Background: an optimization exercise with open tools, aiming at small area, a short achievable clock period and few clock cycles per item. Do not read the settings as production practice.
Function was checked by simulation only, so behaviour that the tests miss may differ from the original.
Power and IR drop assume default switching activity.

==> design/flow/config.mk <==
export PLATFORM = sky130hd
export DESIGN_NAME = mnist_classifier
export DESIGN_NICKNAME = mnist_classifier
export VERILOG_FILES = /design/flow/design.v
export SDC_FILE = /design/flow/constraint.sdc
export NUM_CORES = 4
export LEC_CHECK = 0
export CAP_MARGIN = 20
export CORE_MARGIN = 2
export CORE_UTILIZATION = 40
export SLEW_MARGIN = 20
export SYNTH_MEMORY_MAX_BITS = 32768
==> design/flow/constraint.sdc <==
create_clock -name core_clock -period 8.0 [get_ports {clk}]
set_input_delay 1.6000 -clock core_clock [delete_from_list [all_inputs] [get_ports {clk}]]
set_output_delay 1.6000 -clock core_clock [all_outputs]
set_load 0.01 [all_outputs]
==> design/flow/design.v <==
module mnist_classifier (
    input wire clk,
    input wire rst_n,
    input wire start,              
    output reg [9:0] ram_addr,     
    input wire       ram_data,     
    output reg [3:0] prediction,   
    output reg       done          
);
    localparam IDLE = 0, WAIT_RAM = 1, CALC = 2, RESULT = 3;
    reg [1:0] state;
    reg signed [15:0] score [0:9];
    reg [9:0] total_ink;
    reg [9:0] rom_data;         
    reg [9:0] rom_data_left;    
    reg [9:0] rom_data_right;   
    function [9:0] get_rom_data;
        input [9:0] addr;
        begin
        case (addr)
            10'd0   : get_rom_data = 10'b0000000000;
            10'd1   : get_rom_data = 10'b0000000000;
            10'd2   : get_rom_data = 10'b0000000000;
            10'd3   : get_rom_data = 10'b0000000000;
            10'd4   : get_rom_data = 10'b0000000000;
            10'd5   : get_rom_data = 10'b0000000000;
            10'd6   : get_rom_data = 10'b0000000000;
            10'd7   : get_rom_data = 10'b0000000000;
            10'd8   : get_rom_data = 10'b0000000000;
            10'd9   : get_rom_data = 10'b0000000000;
            10'd10  : get_rom_data = 10'b0000000000;
            10'd11  : get_rom_data = 10'b0000000000;
            10'd12  : get_rom_data = 10'b0000000000;
            10'd13  : get_rom_data = 10'b0000000000;
            10'd14  : get_rom_data = 10'b0000000000;
            10'd15  : get_rom_data = 10'b0000000000;
            10'd16  : get_rom_data = 10'b0000000000;
            10'd17  : get_rom_data = 10'b0000000000;
            10'd18  : get_rom_data = 10'b0000000000;
            10'd19  : get_rom_data = 10'b0000000000;
            10'd20  : get_rom_data = 10'b0000000000;
            10'd21  : get_rom_data = 10'b0000000000;
            10'd22  : get_rom_data = 10'b0000000000;
            10'd23  : get_rom_data = 10'b0000000000;
            10'd24  : get_rom_data = 10'b0000000000;
            10'd25  : get_rom_data = 10'b0000000000;
            10'd26  : get_rom_data = 10'b0000000000;
            10'd27  : get_rom_data = 10'b0000000000;
            10'd28  : get_rom_data = 10'b0000000000;
            10'd29  : get_rom_data = 10'b0000000000;
            10'd30  : get_rom_data = 10'b0000000000;
            10'd31  : get_rom_data = 10'b0000000000;
            10'd32  : get_rom_data = 10'b0000000000;
            10'd33  : get_rom_data = 10'b0000000000;
            10'd34  : get_rom_data = 10'b0000000000;
            10'd35  : get_rom_data = 10'b0000000000;
            10'd36  : get_rom_data = 10'b0000000000;
            10'd37  : get_rom_data = 10'b0000000000;
            10'd38  : get_rom_data = 10'b0000000000;
            10'd39  : get_rom_data = 10'b0000000000;
            10'd40  : get_rom_data = 10'b0000000000;
            10'd41  : get_rom_data = 10'b0000000000;
            10'd42  : get_rom_data = 10'b0000000000;
            10'd43  : get_rom_data = 10'b0000000000;
            10'd44  : get_rom_data = 10'b0000000000;
            10'd45  : get_rom_data = 10'b0000000000;
            10'd46  : get_rom_data = 10'b0000000000;
            10'd47  : get_rom_data = 10'b0000000000;
            10'd48  : get_rom_data = 10'b0000000000;
            10'd49  : get_rom_data = 10'b0000000000;
            10'd50  : get_rom_data = 10'b0000000000;
            10'd51  : get_rom_data = 10'b0000000000;
            10'd52  : get_rom_data = 10'b0000000000;
            10'd53  : get_rom_data = 10'b0000000000;
            10'd54  : get_rom_data = 10'b0000000000;
            10'd55  : get_rom_data = 10'b0000000000;
            10'd56  : get_rom_data = 10'b0000000000;
            10'd57  : get_rom_data = 10'b0000000000;
            10'd58  : get_rom_data = 10'b0000000000;
            10'd59  : get_rom_data = 10'b0000000000;
            10'd60  : get_rom_data = 10'b0000000000;
            10'd61  : get_rom_data = 10'b0000000000;
            10'd62  : get_rom_data = 10'b0000000000;
            10'd63  : get_rom_data = 10'b0000000000;
            10'd64  : get_rom_data = 10'b0000000000;
            10'd65  : get_rom_data = 10'b0000000000;
            10'd66  : get_rom_data = 10'b0000000000;
            10'd67  : get_rom_data = 10'b0000000000;
            10'd68  : get_rom_data = 10'b0000000000;
            10'd69  : get_rom_data = 10'b0000000000;
            10'd70  : get_rom_data = 10'b0000000000;
            10'd71  : get_rom_data = 10'b0000000000;
            10'd72  : get_rom_data = 10'b0000000000;
            10'd73  : get_rom_data = 10'b0000000000;
            10'd74  : get_rom_data = 10'b0000000000;
            10'd75  : get_rom_data = 10'b0000000000;
            10'd76  : get_rom_data = 10'b0000000000;
            10'd77  : get_rom_data = 10'b0000000000;
            10'd78  : get_rom_data = 10'b0000000000;
            10'd79  : get_rom_data = 10'b0000000000;
            10'd80  : get_rom_data = 10'b0000000000;
            10'd81  : get_rom_data = 10'b0000000000;
            10'd82  : get_rom_data = 10'b0000000000;
            10'd83  : get_rom_data = 10'b0000000000;
            10'd84  : get_rom_data = 10'b0000000000;
            10'd85  : get_rom_data = 10'b0000000000;
            10'd86  : get_rom_data = 10'b0000000000;
            10'd87  : get_rom_data = 10'b0000000000;
            10'd88  : get_rom_data = 10'b0000000000;
            10'd89  : get_rom_data = 10'b0000000000;
            10'd90  : get_rom_data = 10'b0000000000;
            10'd91  : get_rom_data = 10'b0000000000;
            10'd92  : get_rom_data = 10'b0000000000;
            10'd93  : get_rom_data = 10'b0000000000;
            10'd94  : get_rom_data = 10'b0000000000;
            10'd95  : get_rom_data = 10'b0000000000;
            10'd96  : get_rom_data = 10'b0000000000;
            10'd97  : get_rom_data = 10'b0000000000;
            10'd98  : get_rom_data = 10'b0000000000;
            10'd99  : get_rom_data = 10'b0000000000;
            10'd100 : get_rom_data = 10'b0000000000;
            10'd101 : get_rom_data = 10'b0000000000;
            10'd102 : get_rom_data = 10'b0000000000;
            10'd103 : get_rom_data = 10'b0000000000;
            10'd104 : get_rom_data = 10'b0000000000;
            10'd105 : get_rom_data = 10'b0000000000;
            10'd106 : get_rom_data = 10'b0000000000;
            10'd107 : get_rom_data = 10'b0000000000;
            10'd108 : get_rom_data = 10'b0000000000;
            10'd109 : get_rom_data = 10'b0000000000;
            10'd110 : get_rom_data = 10'b0000000000;
            10'd111 : get_rom_data = 10'b0000000000;
            10'd112 : get_rom_data = 10'b0000000000;
            10'd113 : get_rom_data = 10'b0000000000;
            10'd114 : get_rom_data = 10'b0000000000;
            10'd115 : get_rom_data = 10'b0000000000;
            10'd116 : get_rom_data = 10'b0000000000;
            10'd117 : get_rom_data = 10'b0000000000;
            10'd118 : get_rom_data = 10'b0000000000;
            10'd119 : get_rom_data = 10'b0000000000;
            10'd120 : get_rom_data = 10'b0000000000;
            10'd121 : get_rom_data = 10'b0000000000;
            10'd122 : get_rom_data = 10'b0000000000;
            10'd123 : get_rom_data = 10'b0000000000;
            10'd124 : get_rom_data = 10'b0000000100;
            10'd125 : get_rom_data = 10'b0000000100;
            10'd126 : get_rom_data = 10'b0001000100;
            10'd127 : get_rom_data = 10'b0001000100;
            10'd128 : get_rom_data = 10'b0001000100;
            10'd129 : get_rom_data = 10'b0001000100;
            10'd130 : get_rom_data = 10'b0000000000;
            10'd131 : get_rom_data = 10'b0000000000;
            10'd132 : get_rom_data = 10'b0000000000;
            10'd133 : get_rom_data = 10'b0000000000;
            10'd134 : get_rom_data = 10'b0000000000;
            10'd135 : get_rom_data = 10'b0000000000;
            10'd136 : get_rom_data = 10'b0000000000;
            10'd137 : get_rom_data = 10'b0000000000;
            10'd138 : get_rom_data = 10'b0000000000;
            10'd139 : get_rom_data = 10'b0000000000;
            10'd140 : get_rom_data = 10'b0000000000;
            10'd141 : get_rom_data = 10'b0000000000;
            10'd142 : get_rom_data = 10'b0000000000;
            10'd143 : get_rom_data = 10'b0000000000;
            10'd144 : get_rom_data = 10'b0000000000;
            10'd145 : get_rom_data = 10'b0000000000;
            10'd146 : get_rom_data = 10'b0000000000;
            10'd147 : get_rom_data = 10'b0000000000;
            10'd148 : get_rom_data = 10'b0000000000;
            10'd149 : get_rom_data = 10'b0000000000;
            10'd150 : get_rom_data = 10'b0000001100;
            10'd151 : get_rom_data = 10'b0000001100;
            10'd152 : get_rom_data = 10'b0000001100;
            10'd153 : get_rom_data = 10'b0101001101;
            10'd154 : get_rom_data = 10'b0101001101;
            10'd155 : get_rom_data = 10'b0101001111;
            10'd156 : get_rom_data = 10'b0101001111;
            10'd157 : get_rom_data = 10'b0101001101;
            10'd158 : get_rom_data = 10'b0100000101;
            10'd159 : get_rom_data = 10'b0000000001;
            10'd160 : get_rom_data = 10'b0000000000;
            10'd161 : get_rom_data = 10'b0000000000;
            10'd162 : get_rom_data = 10'b0000000000;
            10'd163 : get_rom_data = 10'b0000000000;
            10'd164 : get_rom_data = 10'b0000000000;
            10'd165 : get_rom_data = 10'b0000000000;
            10'd166 : get_rom_data = 10'b0000000000;
            10'd167 : get_rom_data = 10'b0000000000;
            10'd168 : get_rom_data = 10'b0000000000;
            10'd169 : get_rom_data = 10'b0000000000;
            10'd170 : get_rom_data = 10'b0000000000;
            10'd171 : get_rom_data = 10'b0000000000;
            10'd172 : get_rom_data = 10'b0000000000;
            10'd173 : get_rom_data = 10'b0000000000;
            10'd174 : get_rom_data = 10'b0000000000;
            10'd175 : get_rom_data = 10'b0000000000;
            10'd176 : get_rom_data = 10'b0000000000;
            10'd177 : get_rom_data = 10'b0000001100;
            10'd178 : get_rom_data = 10'b0000001100;
            10'd179 : get_rom_data = 10'b0100001100;
            10'd180 : get_rom_data = 10'b0101101101;
            10'd181 : get_rom_data = 10'b0101101101;
            10'd182 : get_rom_data = 10'b1101101111;
            10'd183 : get_rom_data = 10'b1101101111;
            10'd184 : get_rom_data = 10'b1101101111;
            10'd185 : get_rom_data = 10'b1100101111;
            10'd186 : get_rom_data = 10'b0100101101;
            10'd187 : get_rom_data = 10'b0100101101;
            10'd188 : get_rom_data = 10'b0100100001;
            10'd189 : get_rom_data = 10'b0000100000;
            10'd190 : get_rom_data = 10'b0000000000;
            10'd191 : get_rom_data = 10'b0000000000;
            10'd192 : get_rom_data = 10'b0000000000;
            10'd193 : get_rom_data = 10'b0000000000;
            10'd194 : get_rom_data = 10'b0000000000;
            10'd195 : get_rom_data = 10'b0000000000;
            10'd196 : get_rom_data = 10'b0000000000;
            10'd197 : get_rom_data = 10'b0000000000;
            10'd198 : get_rom_data = 10'b0000000000;
            10'd199 : get_rom_data = 10'b0000000000;
            10'd200 : get_rom_data = 10'b0000000000;
            10'd201 : get_rom_data = 10'b0000000000;
            10'd202 : get_rom_data = 10'b0000000000;
            10'd203 : get_rom_data = 10'b0000000000;
            10'd204 : get_rom_data = 10'b0000001000;
            10'd205 : get_rom_data = 10'b0000001100;
            10'd206 : get_rom_data = 10'b0100001101;
            10'd207 : get_rom_data = 10'b1110101101;
            10'd208 : get_rom_data = 10'b1111101101;
            10'd209 : get_rom_data = 10'b1111101101;
            10'd210 : get_rom_data = 10'b1111101111;
            10'd211 : get_rom_data = 10'b1111101111;
            10'd212 : get_rom_data = 10'b1110101111;
            10'd213 : get_rom_data = 10'b1110101111;
            10'd214 : get_rom_data = 10'b1110111101;
            10'd215 : get_rom_data = 10'b0100111101;
            10'd216 : get_rom_data = 10'b0100100001;
            10'd217 : get_rom_data = 10'b0000100001;
            10'd218 : get_rom_data = 10'b0000000000;
            10'd219 : get_rom_data = 10'b0000000000;
            10'd220 : get_rom_data = 10'b0000000000;
            10'd221 : get_rom_data = 10'b0000000000;
            10'd222 : get_rom_data = 10'b0000000000;
            10'd223 : get_rom_data = 10'b0000000000;
            10'd224 : get_rom_data = 10'b0000000000;
            10'd225 : get_rom_data = 10'b0000000000;
            10'd226 : get_rom_data = 10'b0000000000;
            10'd227 : get_rom_data = 10'b0000000000;
            10'd228 : get_rom_data = 10'b0000000000;
            10'd229 : get_rom_data = 10'b0000000000;
            10'd230 : get_rom_data = 10'b0000000000;
            10'd231 : get_rom_data = 10'b0000000000;
            10'd232 : get_rom_data = 10'b0010000000;
            10'd233 : get_rom_data = 10'b0010000000;
            10'd234 : get_rom_data = 10'b1110110001;
            10'd235 : get_rom_data = 10'b1111110101;
            10'd236 : get_rom_data = 10'b1111100001;
            10'd237 : get_rom_data = 10'b1111100001;
            10'd238 : get_rom_data = 10'b1111101011;
            10'd239 : get_rom_data = 10'b1110101111;
            10'd240 : get_rom_data = 10'b1110101111;
            10'd241 : get_rom_data = 10'b1110111111;
            10'd242 : get_rom_data = 10'b1110111101;
            10'd243 : get_rom_data = 10'b1110111101;
            10'd244 : get_rom_data = 10'b0110110001;
            10'd245 : get_rom_data = 10'b0100000001;
            10'd246 : get_rom_data = 10'b0000000000;
            10'd247 : get_rom_data = 10'b0000000000;
            10'd248 : get_rom_data = 10'b0000000000;
            10'd249 : get_rom_data = 10'b0000000000;
            10'd250 : get_rom_data = 10'b0000000000;
            10'd251 : get_rom_data = 10'b0000000000;
            10'd252 : get_rom_data = 10'b0000000000;
            10'd253 : get_rom_data = 10'b0000000000;
            10'd254 : get_rom_data = 10'b0000000000;
            10'd255 : get_rom_data = 10'b0000000000;
            10'd256 : get_rom_data = 10'b0000000000;
            10'd257 : get_rom_data = 10'b0000000000;
            10'd258 : get_rom_data = 10'b0000000000;
            10'd259 : get_rom_data = 10'b0010000000;
            10'd260 : get_rom_data = 10'b0010000000;
            10'd261 : get_rom_data = 10'b1110010001;
            10'd262 : get_rom_data = 10'b1111110001;
            10'd263 : get_rom_data = 10'b1111110001;
            10'd264 : get_rom_data = 10'b1111110001;
            10'd265 : get_rom_data = 10'b1111100001;
            10'd266 : get_rom_data = 10'b1011100011;
            10'd267 : get_rom_data = 10'b1010101011;
            10'd268 : get_rom_data = 10'b1010001111;
            10'd269 : get_rom_data = 10'b1110011111;
            10'd270 : get_rom_data = 10'b1110011101;
            10'd271 : get_rom_data = 10'b1110011101;
            10'd272 : get_rom_data = 10'b0110010001;
            10'd273 : get_rom_data = 10'b0100000001;
            10'd274 : get_rom_data = 10'b0000000001;
            10'd275 : get_rom_data = 10'b0000000000;
            10'd276 : get_rom_data = 10'b0000000000;
            10'd277 : get_rom_data = 10'b0000000000;
            10'd278 : get_rom_data = 10'b0000000000;
            10'd279 : get_rom_data = 10'b0000000000;
            10'd280 : get_rom_data = 10'b0000000000;
            10'd281 : get_rom_data = 10'b0000000000;
            10'd282 : get_rom_data = 10'b0000000000;
            10'd283 : get_rom_data = 10'b0000000000;
            10'd284 : get_rom_data = 10'b0000000000;
            10'd285 : get_rom_data = 10'b0000000000;
            10'd286 : get_rom_data = 10'b0000000000;
            10'd287 : get_rom_data = 10'b0010000000;
            10'd288 : get_rom_data = 10'b1010000001;
            10'd289 : get_rom_data = 10'b1110110001;
            10'd290 : get_rom_data = 10'b1111110001;
            10'd291 : get_rom_data = 10'b1111110001;
            10'd292 : get_rom_data = 10'b1111110001;
            10'd293 : get_rom_data = 10'b0011100011;
            10'd294 : get_rom_data = 10'b0010101011;
            10'd295 : get_rom_data = 10'b0010001010;
            10'd296 : get_rom_data = 10'b1010001110;
            10'd297 : get_rom_data = 10'b1110011110;
            10'd298 : get_rom_data = 10'b1110011101;
            10'd299 : get_rom_data = 10'b1110010101;
            10'd300 : get_rom_data = 10'b0110010001;
            10'd301 : get_rom_data = 10'b0000000001;
            10'd302 : get_rom_data = 10'b0000000001;
            10'd303 : get_rom_data = 10'b0000000000;
            10'd304 : get_rom_data = 10'b0000000000;
            10'd305 : get_rom_data = 10'b0000000000;
            10'd306 : get_rom_data = 10'b0000000000;
            10'd307 : get_rom_data = 10'b0000000000;
            10'd308 : get_rom_data = 10'b0000000000;
            10'd309 : get_rom_data = 10'b0000000000;
            10'd310 : get_rom_data = 10'b0000000000;
            10'd311 : get_rom_data = 10'b0000000000;
            10'd312 : get_rom_data = 10'b0000000000;
            10'd313 : get_rom_data = 10'b0000000000;
            10'd314 : get_rom_data = 10'b0000000000;
            10'd315 : get_rom_data = 10'b0000000000;
            10'd316 : get_rom_data = 10'b1010010001;
            10'd317 : get_rom_data = 10'b1111110001;
            10'd318 : get_rom_data = 10'b1111110001;
            10'd319 : get_rom_data = 10'b1101110001;
            10'd320 : get_rom_data = 10'b0101101001;
            10'd321 : get_rom_data = 10'b0101101010;
            10'd322 : get_rom_data = 10'b0000101010;
            10'd323 : get_rom_data = 10'b0000001010;
            10'd324 : get_rom_data = 10'b1110011110;
            10'd325 : get_rom_data = 10'b1110011100;
            10'd326 : get_rom_data = 10'b1110011100;
            10'd327 : get_rom_data = 10'b1110010101;
            10'd328 : get_rom_data = 10'b0110000001;
            10'd329 : get_rom_data = 10'b0000000001;
            10'd330 : get_rom_data = 10'b0000000001;
            10'd331 : get_rom_data = 10'b0000000000;
            10'd332 : get_rom_data = 10'b0000000000;
            10'd333 : get_rom_data = 10'b0000000000;
            10'd334 : get_rom_data = 10'b0000000000;
            10'd335 : get_rom_data = 10'b0000000000;
            10'd336 : get_rom_data = 10'b0000000000;
            10'd337 : get_rom_data = 10'b0000000000;
            10'd338 : get_rom_data = 10'b0000000000;
            10'd339 : get_rom_data = 10'b0000000000;
            10'd340 : get_rom_data = 10'b0000000000;
            10'd341 : get_rom_data = 10'b0000000000;
            10'd342 : get_rom_data = 10'b0000000000;
            10'd343 : get_rom_data = 10'b0000000001;
            10'd344 : get_rom_data = 10'b1000010001;
            10'd345 : get_rom_data = 10'b1001110001;
            10'd346 : get_rom_data = 10'b1101110001;
            10'd347 : get_rom_data = 10'b0101111001;
            10'd348 : get_rom_data = 10'b0101101000;
            10'd349 : get_rom_data = 10'b0100101010;
            10'd350 : get_rom_data = 10'b0100101010;
            10'd351 : get_rom_data = 10'b1100101010;
            10'd352 : get_rom_data = 10'b1110011110;
            10'd353 : get_rom_data = 10'b1111011100;
            10'd354 : get_rom_data = 10'b1111011100;
            10'd355 : get_rom_data = 10'b1111010101;
            10'd356 : get_rom_data = 10'b0000000001;
            10'd357 : get_rom_data = 10'b0000000001;
            10'd358 : get_rom_data = 10'b0000000001;
            10'd359 : get_rom_data = 10'b0000000001;
            10'd360 : get_rom_data = 10'b0000000000;
            10'd361 : get_rom_data = 10'b0000000000;
            10'd362 : get_rom_data = 10'b0000000000;
            10'd363 : get_rom_data = 10'b0000000000;
            10'd364 : get_rom_data = 10'b0000000000;
            10'd365 : get_rom_data = 10'b0000000000;
            10'd366 : get_rom_data = 10'b0000000000;
            10'd367 : get_rom_data = 10'b0000000000;
            10'd368 : get_rom_data = 10'b0000000000;
            10'd369 : get_rom_data = 10'b0000000000;
            10'd370 : get_rom_data = 10'b0000000000;
            10'd371 : get_rom_data = 10'b0000010001;
            10'd372 : get_rom_data = 10'b1001110001;
            10'd373 : get_rom_data = 10'b1001110001;
            10'd374 : get_rom_data = 10'b1101111001;
            10'd375 : get_rom_data = 10'b0101111001;
            10'd376 : get_rom_data = 10'b0101101000;
            10'd377 : get_rom_data = 10'b0100101010;
            10'd378 : get_rom_data = 10'b1100101010;
            10'd379 : get_rom_data = 10'b1101111110;
            10'd380 : get_rom_data = 10'b1111111110;
            10'd381 : get_rom_data = 10'b1111011100;
            10'd382 : get_rom_data = 10'b1111011100;
            10'd383 : get_rom_data = 10'b1011010101;
            10'd384 : get_rom_data = 10'b0001000001;
            10'd385 : get_rom_data = 10'b0000000001;
            10'd386 : get_rom_data = 10'b0000000001;
            10'd387 : get_rom_data = 10'b0000000001;
            10'd388 : get_rom_data = 10'b0000000000;
            10'd389 : get_rom_data = 10'b0000000000;
            10'd390 : get_rom_data = 10'b0000000000;
            10'd391 : get_rom_data = 10'b0000000000;
            10'd392 : get_rom_data = 10'b0000000000;
            10'd393 : get_rom_data = 10'b0000000000;
            10'd394 : get_rom_data = 10'b0000000000;
            10'd395 : get_rom_data = 10'b0000000000;
            10'd396 : get_rom_data = 10'b0000000000;
            10'd397 : get_rom_data = 10'b0000000000;
            10'd398 : get_rom_data = 10'b0000000001;
            10'd399 : get_rom_data = 10'b0000010001;
            10'd400 : get_rom_data = 10'b1001010001;
            10'd401 : get_rom_data = 10'b1001110001;
            10'd402 : get_rom_data = 10'b1101111001;
            10'd403 : get_rom_data = 10'b1101111000;
            10'd404 : get_rom_data = 10'b1101111000;
            10'd405 : get_rom_data = 10'b1101111110;
            10'd406 : get_rom_data = 10'b1101111110;
            10'd407 : get_rom_data = 10'b1111111110;
            10'd408 : get_rom_data = 10'b1111111100;
            10'd409 : get_rom_data = 10'b1111111100;
            10'd410 : get_rom_data = 10'b1011011100;
            10'd411 : get_rom_data = 10'b0011011001;
            10'd412 : get_rom_data = 10'b0001000001;
            10'd413 : get_rom_data = 10'b0001000001;
            10'd414 : get_rom_data = 10'b0000000001;
            10'd415 : get_rom_data = 10'b0000000000;
            10'd416 : get_rom_data = 10'b0000000000;
            10'd417 : get_rom_data = 10'b0000000000;
            10'd418 : get_rom_data = 10'b0000000000;
            10'd419 : get_rom_data = 10'b0000000000;
            10'd420 : get_rom_data = 10'b0000000000;
            10'd421 : get_rom_data = 10'b0000000000;
            10'd422 : get_rom_data = 10'b0000000000;
            10'd423 : get_rom_data = 10'b0000000000;
            10'd424 : get_rom_data = 10'b0000000000;
            10'd425 : get_rom_data = 10'b0000000000;
            10'd426 : get_rom_data = 10'b0000000001;
            10'd427 : get_rom_data = 10'b0000010001;
            10'd428 : get_rom_data = 10'b1001010001;
            10'd429 : get_rom_data = 10'b1001010001;
            10'd430 : get_rom_data = 10'b1001110100;
            10'd431 : get_rom_data = 10'b1101111100;
            10'd432 : get_rom_data = 10'b1101111110;
            10'd433 : get_rom_data = 10'b1101111110;
            10'd434 : get_rom_data = 10'b1101111110;
            10'd435 : get_rom_data = 10'b1111111110;
            10'd436 : get_rom_data = 10'b1111111100;
            10'd437 : get_rom_data = 10'b1111111100;
            10'd438 : get_rom_data = 10'b1011111100;
            10'd439 : get_rom_data = 10'b0001011001;
            10'd440 : get_rom_data = 10'b0001000001;
            10'd441 : get_rom_data = 10'b0001000001;
            10'd442 : get_rom_data = 10'b0000000001;
            10'd443 : get_rom_data = 10'b0000000000;
            10'd444 : get_rom_data = 10'b0000000000;
            10'd445 : get_rom_data = 10'b0000000000;
            10'd446 : get_rom_data = 10'b0000000000;
            10'd447 : get_rom_data = 10'b0000000000;
            10'd448 : get_rom_data = 10'b0000000000;
            10'd449 : get_rom_data = 10'b0000000000;
            10'd450 : get_rom_data = 10'b0000000000;
            10'd451 : get_rom_data = 10'b0000000000;
            10'd452 : get_rom_data = 10'b0000000000;
            10'd453 : get_rom_data = 10'b0000000000;
            10'd454 : get_rom_data = 10'b0000000001;
            10'd455 : get_rom_data = 10'b0000010001;
            10'd456 : get_rom_data = 10'b0001010101;
            10'd457 : get_rom_data = 10'b1001010101;
            10'd458 : get_rom_data = 10'b1101010100;
            10'd459 : get_rom_data = 10'b1101010100;
            10'd460 : get_rom_data = 10'b1101010110;
            10'd461 : get_rom_data = 10'b1101010110;
            10'd462 : get_rom_data = 10'b1111010110;
            10'd463 : get_rom_data = 10'b1111010110;
            10'd464 : get_rom_data = 10'b1111111100;
            10'd465 : get_rom_data = 10'b1111111100;
            10'd466 : get_rom_data = 10'b1011111101;
            10'd467 : get_rom_data = 10'b0001011001;
            10'd468 : get_rom_data = 10'b0001001001;
            10'd469 : get_rom_data = 10'b0001000001;
            10'd470 : get_rom_data = 10'b0000000001;
            10'd471 : get_rom_data = 10'b0000000000;
            10'd472 : get_rom_data = 10'b0000000000;
            10'd473 : get_rom_data = 10'b0000000000;
            10'd474 : get_rom_data = 10'b0000000000;
            10'd475 : get_rom_data = 10'b0000000000;
            10'd476 : get_rom_data = 10'b0000000000;
            10'd477 : get_rom_data = 10'b0000000000;
            10'd478 : get_rom_data = 10'b0000000000;
            10'd479 : get_rom_data = 10'b0000000000;
            10'd480 : get_rom_data = 10'b0000000000;
            10'd481 : get_rom_data = 10'b0000000001;
            10'd482 : get_rom_data = 10'b0000000001;
            10'd483 : get_rom_data = 10'b0000000101;
            10'd484 : get_rom_data = 10'b0001000101;
            10'd485 : get_rom_data = 10'b0001010101;
            10'd486 : get_rom_data = 10'b0101010100;
            10'd487 : get_rom_data = 10'b0101010100;
            10'd488 : get_rom_data = 10'b0101010110;
            10'd489 : get_rom_data = 10'b0101010110;
            10'd490 : get_rom_data = 10'b1111010110;
            10'd491 : get_rom_data = 10'b1111010110;
            10'd492 : get_rom_data = 10'b1111110100;
            10'd493 : get_rom_data = 10'b1111111101;
            10'd494 : get_rom_data = 10'b0001111101;
            10'd495 : get_rom_data = 10'b0001101101;
            10'd496 : get_rom_data = 10'b0001001001;
            10'd497 : get_rom_data = 10'b0001000001;
            10'd498 : get_rom_data = 10'b0000000000;
            10'd499 : get_rom_data = 10'b0000000000;
            10'd500 : get_rom_data = 10'b0000000000;
            10'd501 : get_rom_data = 10'b0000000000;
            10'd502 : get_rom_data = 10'b0000000000;
            10'd503 : get_rom_data = 10'b0000000000;
            10'd504 : get_rom_data = 10'b0000000000;
            10'd505 : get_rom_data = 10'b0000000000;
            10'd506 : get_rom_data = 10'b0000000000;
            10'd507 : get_rom_data = 10'b0000000000;
            10'd508 : get_rom_data = 10'b0000000000;
            10'd509 : get_rom_data = 10'b0000000001;
            10'd510 : get_rom_data = 10'b0000000101;
            10'd511 : get_rom_data = 10'b0000000101;
            10'd512 : get_rom_data = 10'b0001000101;
            10'd513 : get_rom_data = 10'b0101000101;
            10'd514 : get_rom_data = 10'b0101000100;
            10'd515 : get_rom_data = 10'b0101000110;
            10'd516 : get_rom_data = 10'b0101000110;
            10'd517 : get_rom_data = 10'b0111010110;
            10'd518 : get_rom_data = 10'b1111010110;
            10'd519 : get_rom_data = 10'b1111010110;
            10'd520 : get_rom_data = 10'b1111110101;
            10'd521 : get_rom_data = 10'b1111111101;
            10'd522 : get_rom_data = 10'b0001101101;
            10'd523 : get_rom_data = 10'b0001101101;
            10'd524 : get_rom_data = 10'b0001001101;
            10'd525 : get_rom_data = 10'b0000000001;
            10'd526 : get_rom_data = 10'b0000000000;
            10'd527 : get_rom_data = 10'b0000000000;
            10'd528 : get_rom_data = 10'b0000000000;
            10'd529 : get_rom_data = 10'b0000000000;
            10'd530 : get_rom_data = 10'b0000000000;
            10'd531 : get_rom_data = 10'b0000000000;
            10'd532 : get_rom_data = 10'b0000000000;
            10'd533 : get_rom_data = 10'b0000000000;
            10'd534 : get_rom_data = 10'b0000000000;
            10'd535 : get_rom_data = 10'b0000000000;
            10'd536 : get_rom_data = 10'b0000000000;
            10'd537 : get_rom_data = 10'b0000000000;
            10'd538 : get_rom_data = 10'b0000000101;
            10'd539 : get_rom_data = 10'b0000000101;
            10'd540 : get_rom_data = 10'b0101000101;
            10'd541 : get_rom_data = 10'b0101000101;
            10'd542 : get_rom_data = 10'b0101000101;
            10'd543 : get_rom_data = 10'b0101000110;
            10'd544 : get_rom_data = 10'b0101000110;
            10'd545 : get_rom_data = 10'b0011000110;
            10'd546 : get_rom_data = 10'b1011010110;
            10'd547 : get_rom_data = 10'b1111110101;
            10'd548 : get_rom_data = 10'b1111111101;
            10'd549 : get_rom_data = 10'b1101111101;
            10'd550 : get_rom_data = 10'b0001101101;
            10'd551 : get_rom_data = 10'b0001001101;
            10'd552 : get_rom_data = 10'b0001001101;
            10'd553 : get_rom_data = 10'b0000000100;
            10'd554 : get_rom_data = 10'b0000000000;
            10'd555 : get_rom_data = 10'b0000000000;
            10'd556 : get_rom_data = 10'b0000000000;
            10'd557 : get_rom_data = 10'b0000000000;
            10'd558 : get_rom_data = 10'b0000000000;
            10'd559 : get_rom_data = 10'b0000000000;
            10'd560 : get_rom_data = 10'b0000000000;
            10'd561 : get_rom_data = 10'b0000000000;
            10'd562 : get_rom_data = 10'b0000000000;
            10'd563 : get_rom_data = 10'b0000000000;
            10'd564 : get_rom_data = 10'b0000000000;
            10'd565 : get_rom_data = 10'b0000000000;
            10'd566 : get_rom_data = 10'b0000000101;
            10'd567 : get_rom_data = 10'b0000100101;
            10'd568 : get_rom_data = 10'b0100100101;
            10'd569 : get_rom_data = 10'b0101100101;
            10'd570 : get_rom_data = 10'b0101100101;
            10'd571 : get_rom_data = 10'b0101000111;
            10'd572 : get_rom_data = 10'b0111000111;
            10'd573 : get_rom_data = 10'b0011100111;
            10'd574 : get_rom_data = 10'b1111111111;
            10'd575 : get_rom_data = 10'b1111111101;
            10'd576 : get_rom_data = 10'b1111111101;
            10'd577 : get_rom_data = 10'b0101101101;
            10'd578 : get_rom_data = 10'b0001101101;
            10'd579 : get_rom_data = 10'b0000001101;
            10'd580 : get_rom_data = 10'b0000000100;
            10'd581 : get_rom_data = 10'b0000000000;
            10'd582 : get_rom_data = 10'b0000000000;
            10'd583 : get_rom_data = 10'b0000000000;
            10'd584 : get_rom_data = 10'b0000000000;
            10'd585 : get_rom_data = 10'b0000000000;
            10'd586 : get_rom_data = 10'b0000000000;
            10'd587 : get_rom_data = 10'b0000000000;
            10'd588 : get_rom_data = 10'b0000000000;
            10'd589 : get_rom_data = 10'b0000000000;
            10'd590 : get_rom_data = 10'b0000000000;
            10'd591 : get_rom_data = 10'b0000000000;
            10'd592 : get_rom_data = 10'b0000000000;
            10'd593 : get_rom_data = 10'b0000000000;
            10'd594 : get_rom_data = 10'b0000000001;
            10'd595 : get_rom_data = 10'b0000101101;
            10'd596 : get_rom_data = 10'b0100101101;
            10'd597 : get_rom_data = 10'b0100101101;
            10'd598 : get_rom_data = 10'b0101101111;
            10'd599 : get_rom_data = 10'b0101101111;
            10'd600 : get_rom_data = 10'b0111101111;
            10'd601 : get_rom_data = 10'b1111101111;
            10'd602 : get_rom_data = 10'b1111111111;
            10'd603 : get_rom_data = 10'b1111111101;
            10'd604 : get_rom_data = 10'b1101111101;
            10'd605 : get_rom_data = 10'b0101101101;
            10'd606 : get_rom_data = 10'b0000101101;
            10'd607 : get_rom_data = 10'b0000000100;
            10'd608 : get_rom_data = 10'b0000000000;
            10'd609 : get_rom_data = 10'b0000000000;
            10'd610 : get_rom_data = 10'b0000000000;
            10'd611 : get_rom_data = 10'b0000000000;
            10'd612 : get_rom_data = 10'b0000000000;
            10'd613 : get_rom_data = 10'b0000000000;
            10'd614 : get_rom_data = 10'b0000000000;
            10'd615 : get_rom_data = 10'b0000000000;
            10'd616 : get_rom_data = 10'b0000000000;
            10'd617 : get_rom_data = 10'b0000000000;
            10'd618 : get_rom_data = 10'b0000000000;
            10'd619 : get_rom_data = 10'b0000000000;
            10'd620 : get_rom_data = 10'b0000000000;
            10'd621 : get_rom_data = 10'b0000000000;
            10'd622 : get_rom_data = 10'b0000000000;
            10'd623 : get_rom_data = 10'b0000001001;
            10'd624 : get_rom_data = 10'b0100101101;
            10'd625 : get_rom_data = 10'b0100101101;
            10'd626 : get_rom_data = 10'b0100101111;
            10'd627 : get_rom_data = 10'b0110101111;
            10'd628 : get_rom_data = 10'b0110101111;
            10'd629 : get_rom_data = 10'b1110101011;
            10'd630 : get_rom_data = 10'b1110101011;
            10'd631 : get_rom_data = 10'b1110101001;
            10'd632 : get_rom_data = 10'b0100101001;
            10'd633 : get_rom_data = 10'b0100101001;
            10'd634 : get_rom_data = 10'b0000000000;
            10'd635 : get_rom_data = 10'b0000000000;
            10'd636 : get_rom_data = 10'b0000000000;
            10'd637 : get_rom_data = 10'b0000000000;
            10'd638 : get_rom_data = 10'b0000000000;
            10'd639 : get_rom_data = 10'b0000000000;
            10'd640 : get_rom_data = 10'b0000000000;
            10'd641 : get_rom_data = 10'b0000000000;
            10'd642 : get_rom_data = 10'b0000000000;
            10'd643 : get_rom_data = 10'b0000000000;
            10'd644 : get_rom_data = 10'b0000000000;
            10'd645 : get_rom_data = 10'b0000000000;
            10'd646 : get_rom_data = 10'b0000000000;
            10'd647 : get_rom_data = 10'b0000000000;
            10'd648 : get_rom_data = 10'b0000000000;
            10'd649 : get_rom_data = 10'b0000000000;
            10'd650 : get_rom_data = 10'b0000000000;
            10'd651 : get_rom_data = 10'b0000000000;
            10'd652 : get_rom_data = 10'b0000001000;
            10'd653 : get_rom_data = 10'b0100101001;
            10'd654 : get_rom_data = 10'b0100101001;
            10'd655 : get_rom_data = 10'b0110101001;
            10'd656 : get_rom_data = 10'b0110101001;
            10'd657 : get_rom_data = 10'b1110101001;
            10'd658 : get_rom_data = 10'b1110101001;
            10'd659 : get_rom_data = 10'b0100101001;
            10'd660 : get_rom_data = 10'b0100001000;
            10'd661 : get_rom_data = 10'b0000000000;
            10'd662 : get_rom_data = 10'b0000000000;
            10'd663 : get_rom_data = 10'b0000000000;
            10'd664 : get_rom_data = 10'b0000000000;
            10'd665 : get_rom_data = 10'b0000000000;
            10'd666 : get_rom_data = 10'b0000000000;
            10'd667 : get_rom_data = 10'b0000000000;
            10'd668 : get_rom_data = 10'b0000000000;
            10'd669 : get_rom_data = 10'b0000000000;
            10'd670 : get_rom_data = 10'b0000000000;
            10'd671 : get_rom_data = 10'b0000000000;
            10'd672 : get_rom_data = 10'b0000000000;
            10'd673 : get_rom_data = 10'b0000000000;
            10'd674 : get_rom_data = 10'b0000000000;
            10'd675 : get_rom_data = 10'b0000000000;
            10'd676 : get_rom_data = 10'b0000000000;
            10'd677 : get_rom_data = 10'b0000000000;
            10'd678 : get_rom_data = 10'b0000000000;
            10'd679 : get_rom_data = 10'b0000000000;
            10'd680 : get_rom_data = 10'b0000000000;
            10'd681 : get_rom_data = 10'b0000000000;
            10'd682 : get_rom_data = 10'b0000000000;
            10'd683 : get_rom_data = 10'b0110000000;
            10'd684 : get_rom_data = 10'b0110000000;
            10'd685 : get_rom_data = 10'b0110000000;
            10'd686 : get_rom_data = 10'b0100000000;
            10'd687 : get_rom_data = 10'b0000000000;
            10'd688 : get_rom_data = 10'b0000000000;
            10'd689 : get_rom_data = 10'b0000000000;
            10'd690 : get_rom_data = 10'b0000000000;
            10'd691 : get_rom_data = 10'b0000000000;
            10'd692 : get_rom_data = 10'b0000000000;
            10'd693 : get_rom_data = 10'b0000000000;
            10'd694 : get_rom_data = 10'b0000000000;
            10'd695 : get_rom_data = 10'b0000000000;
            10'd696 : get_rom_data = 10'b0000000000;
            10'd697 : get_rom_data = 10'b0000000000;
            10'd698 : get_rom_data = 10'b0000000000;
            10'd699 : get_rom_data = 10'b0000000000;
            10'd700 : get_rom_data = 10'b0000000000;
            10'd701 : get_rom_data = 10'b0000000000;
            10'd702 : get_rom_data = 10'b0000000000;
            10'd703 : get_rom_data = 10'b0000000000;
            10'd704 : get_rom_data = 10'b0000000000;
            10'd705 : get_rom_data = 10'b0000000000;
            10'd706 : get_rom_data = 10'b0000000000;
            10'd707 : get_rom_data = 10'b0000000000;
            10'd708 : get_rom_data = 10'b0000000000;
            10'd709 : get_rom_data = 10'b0000000000;
            10'd710 : get_rom_data = 10'b0000000000;
            10'd711 : get_rom_data = 10'b0000000000;
            10'd712 : get_rom_data = 10'b0000000000;
            10'd713 : get_rom_data = 10'b0000000000;
            10'd714 : get_rom_data = 10'b0000000000;
            10'd715 : get_rom_data = 10'b0000000000;
            10'd716 : get_rom_data = 10'b0000000000;
            10'd717 : get_rom_data = 10'b0000000000;
            10'd718 : get_rom_data = 10'b0000000000;
            10'd719 : get_rom_data = 10'b0000000000;
            10'd720 : get_rom_data = 10'b0000000000;
            10'd721 : get_rom_data = 10'b0000000000;
            10'd722 : get_rom_data = 10'b0000000000;
            10'd723 : get_rom_data = 10'b0000000000;
            10'd724 : get_rom_data = 10'b0000000000;
            10'd725 : get_rom_data = 10'b0000000000;
            10'd726 : get_rom_data = 10'b0000000000;
            10'd727 : get_rom_data = 10'b0000000000;
            10'd728 : get_rom_data = 10'b0000000000;
            10'd729 : get_rom_data = 10'b0000000000;
            10'd730 : get_rom_data = 10'b0000000000;
            10'd731 : get_rom_data = 10'b0000000000;
            10'd732 : get_rom_data = 10'b0000000000;
            10'd733 : get_rom_data = 10'b0000000000;
            10'd734 : get_rom_data = 10'b0000000000;
            10'd735 : get_rom_data = 10'b0000000000;
            10'd736 : get_rom_data = 10'b0000000000;
            10'd737 : get_rom_data = 10'b0000000000;
            10'd738 : get_rom_data = 10'b0000000000;
            10'd739 : get_rom_data = 10'b0000000000;
            10'd740 : get_rom_data = 10'b0000000000;
            10'd741 : get_rom_data = 10'b0000000000;
            10'd742 : get_rom_data = 10'b0000000000;
            10'd743 : get_rom_data = 10'b0000000000;
            10'd744 : get_rom_data = 10'b0000000000;
            10'd745 : get_rom_data = 10'b0000000000;
            10'd746 : get_rom_data = 10'b0000000000;
            10'd747 : get_rom_data = 10'b0000000000;
            10'd748 : get_rom_data = 10'b0000000000;
            10'd749 : get_rom_data = 10'b0000000000;
            10'd750 : get_rom_data = 10'b0000000000;
            10'd751 : get_rom_data = 10'b0000000000;
            10'd752 : get_rom_data = 10'b0000000000;
            10'd753 : get_rom_data = 10'b0000000000;
            10'd754 : get_rom_data = 10'b0000000000;
            10'd755 : get_rom_data = 10'b0000000000;
            10'd756 : get_rom_data = 10'b0000000000;
            10'd757 : get_rom_data = 10'b0000000000;
            10'd758 : get_rom_data = 10'b0000000000;
            10'd759 : get_rom_data = 10'b0000000000;
            10'd760 : get_rom_data = 10'b0000000000;
            10'd761 : get_rom_data = 10'b0000000000;
            10'd762 : get_rom_data = 10'b0000000000;
            10'd763 : get_rom_data = 10'b0000000000;
            10'd764 : get_rom_data = 10'b0000000000;
            10'd765 : get_rom_data = 10'b0000000000;
            10'd766 : get_rom_data = 10'b0000000000;
            10'd767 : get_rom_data = 10'b0000000000;
            10'd768 : get_rom_data = 10'b0000000000;
            10'd769 : get_rom_data = 10'b0000000000;
            10'd770 : get_rom_data = 10'b0000000000;
            10'd771 : get_rom_data = 10'b0000000000;
            10'd772 : get_rom_data = 10'b0000000000;
            10'd773 : get_rom_data = 10'b0000000000;
            10'd774 : get_rom_data = 10'b0000000000;
            10'd775 : get_rom_data = 10'b0000000000;
            10'd776 : get_rom_data = 10'b0000000000;
            10'd777 : get_rom_data = 10'b0000000000;
            10'd778 : get_rom_data = 10'b0000000000;
            10'd779 : get_rom_data = 10'b0000000000;
            10'd780 : get_rom_data = 10'b0000000000;
            10'd781 : get_rom_data = 10'b0000000000;
            10'd782 : get_rom_data = 10'b0000000000;
            10'd783 : get_rom_data = 10'b0000000000;
            default:  get_rom_data = 10'b0000000000;
        endcase
        end
    endfunction
    always @(*) begin
        rom_data = get_rom_data(ram_addr);
        if (ram_addr > 0) 
            rom_data_left = get_rom_data(ram_addr - 10'd1);
        else 
            rom_data_left = 10'b0;
        if (ram_addr < 783) 
            rom_data_right = get_rom_data(ram_addr + 10'd1);
        else 
            rom_data_right = 10'b0;
    end
    integer i;
    always @(posedge clk) begin
        if (!rst_n) begin
            state <= IDLE; ram_addr <= 0; prediction <= 0; done <= 0;
            total_ink <= 0;
            for (i=0; i<10; i=i+1) score[i] <= 0;
        end else begin
            case (state)
                IDLE: begin
                    done <= 0; ram_addr <= 0;
                    if (start) begin 
                        for (i=0; i<10; i=i+1) score[i] <= 0;
                        total_ink <= 0;
                        state <= WAIT_RAM;
                    end
                end
                WAIT_RAM: state <= CALC; 
                CALC: begin
                    if (ram_data == 1) begin
                        total_ink <= total_ink + 1;
                        for (i=0; i<10; i=i+1) begin
                            if (rom_data[i] || rom_data_left[i] || rom_data_right[i]) begin
                                score[i] <= score[i] + 10;  
                            end else begin
                                score[i] <= score[i] - 20;  
                            end
                        end
                    end 
                    if (ram_addr == 783) state <= RESULT;
                    else begin 
                        ram_addr <= ram_addr + 1;
                        state <= WAIT_RAM;
                    end
                end
                RESULT: begin
                    if (total_ink < 5 || total_ink > 700) begin
                        prediction <= 15;
                    end else begin
                        prediction <= 0; 
                        if (score[1] >= score[0] && score[1] >= score[2] && score[1] >= score[3] && score[1] >= score[4] && score[1] >= score[5] && score[1] >= score[6] && score[1] >= score[7] && score[1] >= score[8] && score[1] >= score[9]) prediction <= 1;
                        else if (score[2] >= score[0] && score[2] >= score[3] && score[2] >= score[4] && score[2] >= score[5] && score[2] >= score[6] && score[2] >= score[7] && score[2] >= score[8] && score[2] >= score[9]) prediction <= 2;
                        else if (score[3] >= score[0] && score[3] >= score[4] && score[3] >= score[5] && score[3] >= score[6] && score[3] >= score[7] && score[3] >= score[8] && score[3] >= score[9]) prediction <= 3;
                        else if (score[4] >= score[0] && score[4] >= score[5] && score[4] >= score[6] && score[4] >= score[7] && score[4] >= score[8] && score[4] >= score[9]) prediction <= 4;
                        else if (score[5] >= score[0] && score[5] >= score[6] && score[5] >= score[7] && score[5] >= score[8] && score[5] >= score[9]) prediction <= 5;
                        else if (score[6] >= score[0] && score[6] >= score[7] && score[6] >= score[8] && score[6] >= score[9]) prediction <= 6;
                        else if (score[7] >= score[0] && score[7] >= score[8] && score[7] >= score[9]) prediction <= 7;
                        else if (score[8] >= score[0] && score[8] >= score[9]) prediction <= 8;
                        else if (score[9] >= score[0]) prediction <= 9;
                        else prediction <= 0;
                    end
                    done <= 1; state <= IDLE;
                end
            endcase
        end
    end
endmodule
==> design/flow/run.sh <==
#!/bin/bash
# synth_recipe.tcl (not shown) runs the flow's synth.tcl, then flattens the netlist and writes it again
# the make line also repeats each setting of config.mk as NAME=value (left out here)
make -C /OpenROAD-flow-scripts/flow DESIGN_CONFIG=/design/flow/config.mk WORK_HOME=/design/flow/orfs CLKGATE_MAP_FILE= SYNTH_SCRIPT=/design/flow/synth_recipe.tcl finish
==> summary.md <==
| Metric | Value |
|---|---|
| Async SR Flop Fraction | `0` |
| Slew Viols, Final | `0` |
| Hold Startpoint | `total_ink[1]` |
| Antenna violations before repair | `2` |
| Lkg Pwr | `between 15 and 20 nW` |
| Postcts setup bufs | `0` |
| Num CTS Buffers | `17` |
| Core area | `0.0900 mm2` |
| Synthesis-stage register bit count | `187` |
| Clock transition at the registers of the reported paths | `0.08 ns` |
| Htree depth | `4` |
| Clock latency (worst-skew pair) | `approximately 0.53 ns` |
| RePlAce Congestion | `about 1.0` |
| Row Count | `110` |
| Worst slew pin tran | `1.17 ns` |
| Critical path launch point type | `flop` |
| Fillers | `between 9000 and 10000` |
| Layout cells sized above 1 | `0.0600` |
| Wire per inst | `between 20 and 30 um` |
| Setup violators final | `0` |
| Max FO, Critical Path | `30` |
| GRT Total Usage | `0.363` |
| Hold Vio Cnt, Final | `0` |
| Starting Density | `0.404` |
| Most frequent cells in the layout | `749 x ha_1, 404 x a21oi_1, 397 x nor2_1` |
| Hold Path Stages | `2` |
| CTS tree | `built` |
| Synth Flop Type | `dfxtp_1` |
| Crit path DAT | `around 6.6 ns` |
| Post-cts gate resize count | `0` |
| CTS root buf | `clkbuf_16` |
| Post-Syn Instances | `approximately 5000` |
| Input/output buffers | `18` |
| IO Count | `19` |
| Status | `complete, no violations` |
| Register area share after synthesis | `0.103` |
| Grt total ovfl | `0` |
| Crit share post-route | `0.771` |
| Drt total wl | `around 180000 um` |
| Period minus WS final | `6.17 ns` |
| Slew HR | `0.211` |
| Mapped Area | `0.0364 mm2` |
| DRT iter0 DRCs | `6169` |
| Detailed-router iteration count before antenna repair | `11` |
| Hpwl dp | `about 120000 um` |
| Mapped Avg Cell Area | `between 7 and 8 um2` |
| Reg2reg setup slack | `roughly 1.8 ns` |
| Num Clock Sinks | `approximately 190` |
| Total Nets Final | `5642` |
| Pre-CTS setup slack | `between 2 and 2.5 ns` |
| Die Y | `306 um` |
| Max-cap viol count | `0` |
| Fin Clk Skew | `0.0194 ns` |
| Hold buffer count at CTS | `0` |
| RSZ-0062 raised after global routing | `false` |
| Synthesis Warnings | `2` |
| FF-to-FF Start | `ram_addr[0]` |
| Worst Reg2Reg Path Length in Cells | `15` |
| Pwr Density | `roughly 250 mW/mm2` |
| Width of the die | `between 300 and 400 um` |
| Synth Area in Simple Gates | `0.237` |
| Total power | `roughly 0.0096 W` |
| Worst hold path class | `flop to flop` |
| Maximum vdd drop | `roughly 210 uV` |
| Post-synth EDFFs | `0` |
| Combinational family with the most area after synthesis | `compound AO/OA/AOI/OAI gates` |
| Reg2reg end | `score[3][5]` |
| Worst Path Required | `8.41 ns` |
| Crit path capture type | `flop` |
| Final ANT Viol Nets | `0` |
| Drt drc | `0` |
| Yosys cell types | `between 90 and 100` |
| Post-synthesis adder-cell area fraction | `0.259` |
| Full die area | `0.0934 mm2` |
| Largest net degree at the start of global routing | `68` |
| Synth Area in XOR/XNOR | `0.0146` |
| Vias in the first global route | `39800` |
| Clock Path Buffers | `2` |
| First-pass GRT wire length | `~260000 um` |
| Area Overhead vs Synth | `6.63%` |
| Hold Path End | `total_ink[1]` |
| Mux cell area share after synthesis | `0.0352` |
| Compound-cell area share of the yosys netlist | `0.297` |
| Avg Vias per Cell | `7.04` |
| Synthesized Nets | `around 5700` |
| Most common cell after layout, fill and taps aside | `ha_1` |
| Max Freq | `about 160 MHz` |
| Crit Path Category | `flop to flop` |
| TNS Setup | `0 ns` |
| Vias | `42800` |
| Worst setup margin | `roughly 1.8 ns` |
## logic make-up (layout without fill, tap and decap cells)
group	Yosys count	count (layout)
other	0	2
xor gates and xnor gates	59	59
adders and majority gates	752	752
DFF	187	187
and+or+nand+nor	1704	1704
buffers and inverters	503	427
muxes	125	125
AOI/OAI and AO/OA	1647	1647
## cell usage after synthesis (66+ instances only)
| cell type | count | area share |
|---|---|---|
| nor2b_1 | 87 | 0.015 |
| inv_1 | 219 | 0.023 |
| o21a_1 | 73 | 0.015 |
| buf_2 | 66 | 0.0091 |
| nand3_1 | 175 | 0.024 |
| a211oi_1 | 76 | 0.016 |
| nand2_1 | 323 | 0.033 |
| clkbuf_1 | 189 | 0.020 |
| nor3_1 | 183 | 0.025 |
| nand4_1 | 153 | 0.026 |
| mux2i_1 | 101 | 0.028 |
| a21oi_1 | 405 | 0.056 |
| nor2_1 | 401 | 0.041 |
| dfxtp_1 | 187 | 0.10 |
| a21o_1 | 133 | 0.027 |
| o21ai_0 | 368 | 0.051 |
| a31oi_1 | 69 | 0.012 |
| ha_1 | 750 | 0.26 |
| or3_1 | 69 | 0.012 |
| o211ai_1 | 69 | 0.014 |
## power breakdown
group	total (W)	switching, W	internal, W
clock	0.000970	0.000489	0.000480
combinational	0.00718	0.00433	0.00285
sequential	0.00145	0.000405	0.00105
total	0.00960	0.00522	0.00437
## through the flow
stage / hold slack, ns / cells / utilization / area, um2
after floorplan: 0.448 / 4977 / - / 36400
after global placement: 0.462 / 6045 / 0.424 / 38200
after detailed placement: 0.474 / 6045 / 0.424 / 38200
after CTS: 0.485 / 6077 / 0.431 / 38800
after global routing: 0.512 / 6077 / 0.431 / 38800
final: 0.478 / 6079 / 0.431 / 38800
## worst max path at each step
| stage | start | slack, ns | depth (start not counted) | endpoint |
|---|---|---|---|---|
| after floorplan | ram_addr[0] | 2.96 | 19 | score[9][15] |
| after global placement | ram_addr[0] | 2.19 | 17 | score[6][6] |
| after detailed placement | ram_addr[0] | 2.29 | 15 | score[9][13] |
| after CTS | ram_addr[0] | 2.25 | 15 | score[9][13] |
| after global routing | ram_addr[0] | 1.73 | 17 | score[2][15] |
| final | ram_addr[0] | 1.83 | 15 | score[3][5] |
## routing by layer
layer | vias up | routed length (um) | track usage
li1 | 18900 | - | -
met1 | 20100 | 70500 | 0.478
met2 | 3032 | 71800 | 0.539
met3 | 747 | 22400 | 0.0961
met4 | 4 | 11400 | 0.194
met5 | - | 26 | 0
## flip-flops by register name (all words and copies together) (netlist names)
register and cells:
rom_data 10, score 150, total_ink 10, ram_addr 10
state 2, done 1, prediction 4
## critical path, stage by stage, from the launching register on
cell	delay, ns
dfxtp_1	0.33
buf_4	0.32
ha_1	0.20
buf_4	0.27
ha_1	0.33
clkinv_1	0.06
buf_4	0.30
ha_1	0.81
o21ai_0	0.35
o21ai_0	0.22
nor2_1	0.09
o311ai_0	0.98
a21o_1	0.85
mux2_2	0.43
or4_1	0.39
o311ai_0	0.09
## cell type report
type,instances,area (um2),area share
inverter,222,833,0.0215
multi-input combinational,4287,30800,0.794
antenna,2,5.00,0.000129
clock inverter,12,136,0.00352
sequential,187,3740,0.0966
tap,1176,1470,0.0379
clock buffer,20,457,0.0118
timing repair buffer,173,1350,0.0349
Testbench counts, summed over its fixed seeds: cycles 301,448, items 192.

[re-timing with driven ports]
The results above use ideal ports. As a check the final layout listed here was re-extracted and re-timed, cells and wires unchanged. Step 1, drivers: a clkbuf_16 drives clk and a buf_2 each remaining input, both assumed. Step 2 times the ports against the registers' clock, not the clock port: input delays grow and output delays shrink by t, the midpoint of the rising clock arrivals with the driver on. a / b / c = ideal ports / drivers / drivers and shift; a / b = the first two.
shift t [ns]: 0.587
setup WS [ns]: 1.834 / 1.834 / 1.834
worst slew at a driven data input, ns: 0.03
After both steps setup and hold are still met in this run. The setup slack of this run moves by 0.000 ns with the drivers and by 0.000 ns with both steps.
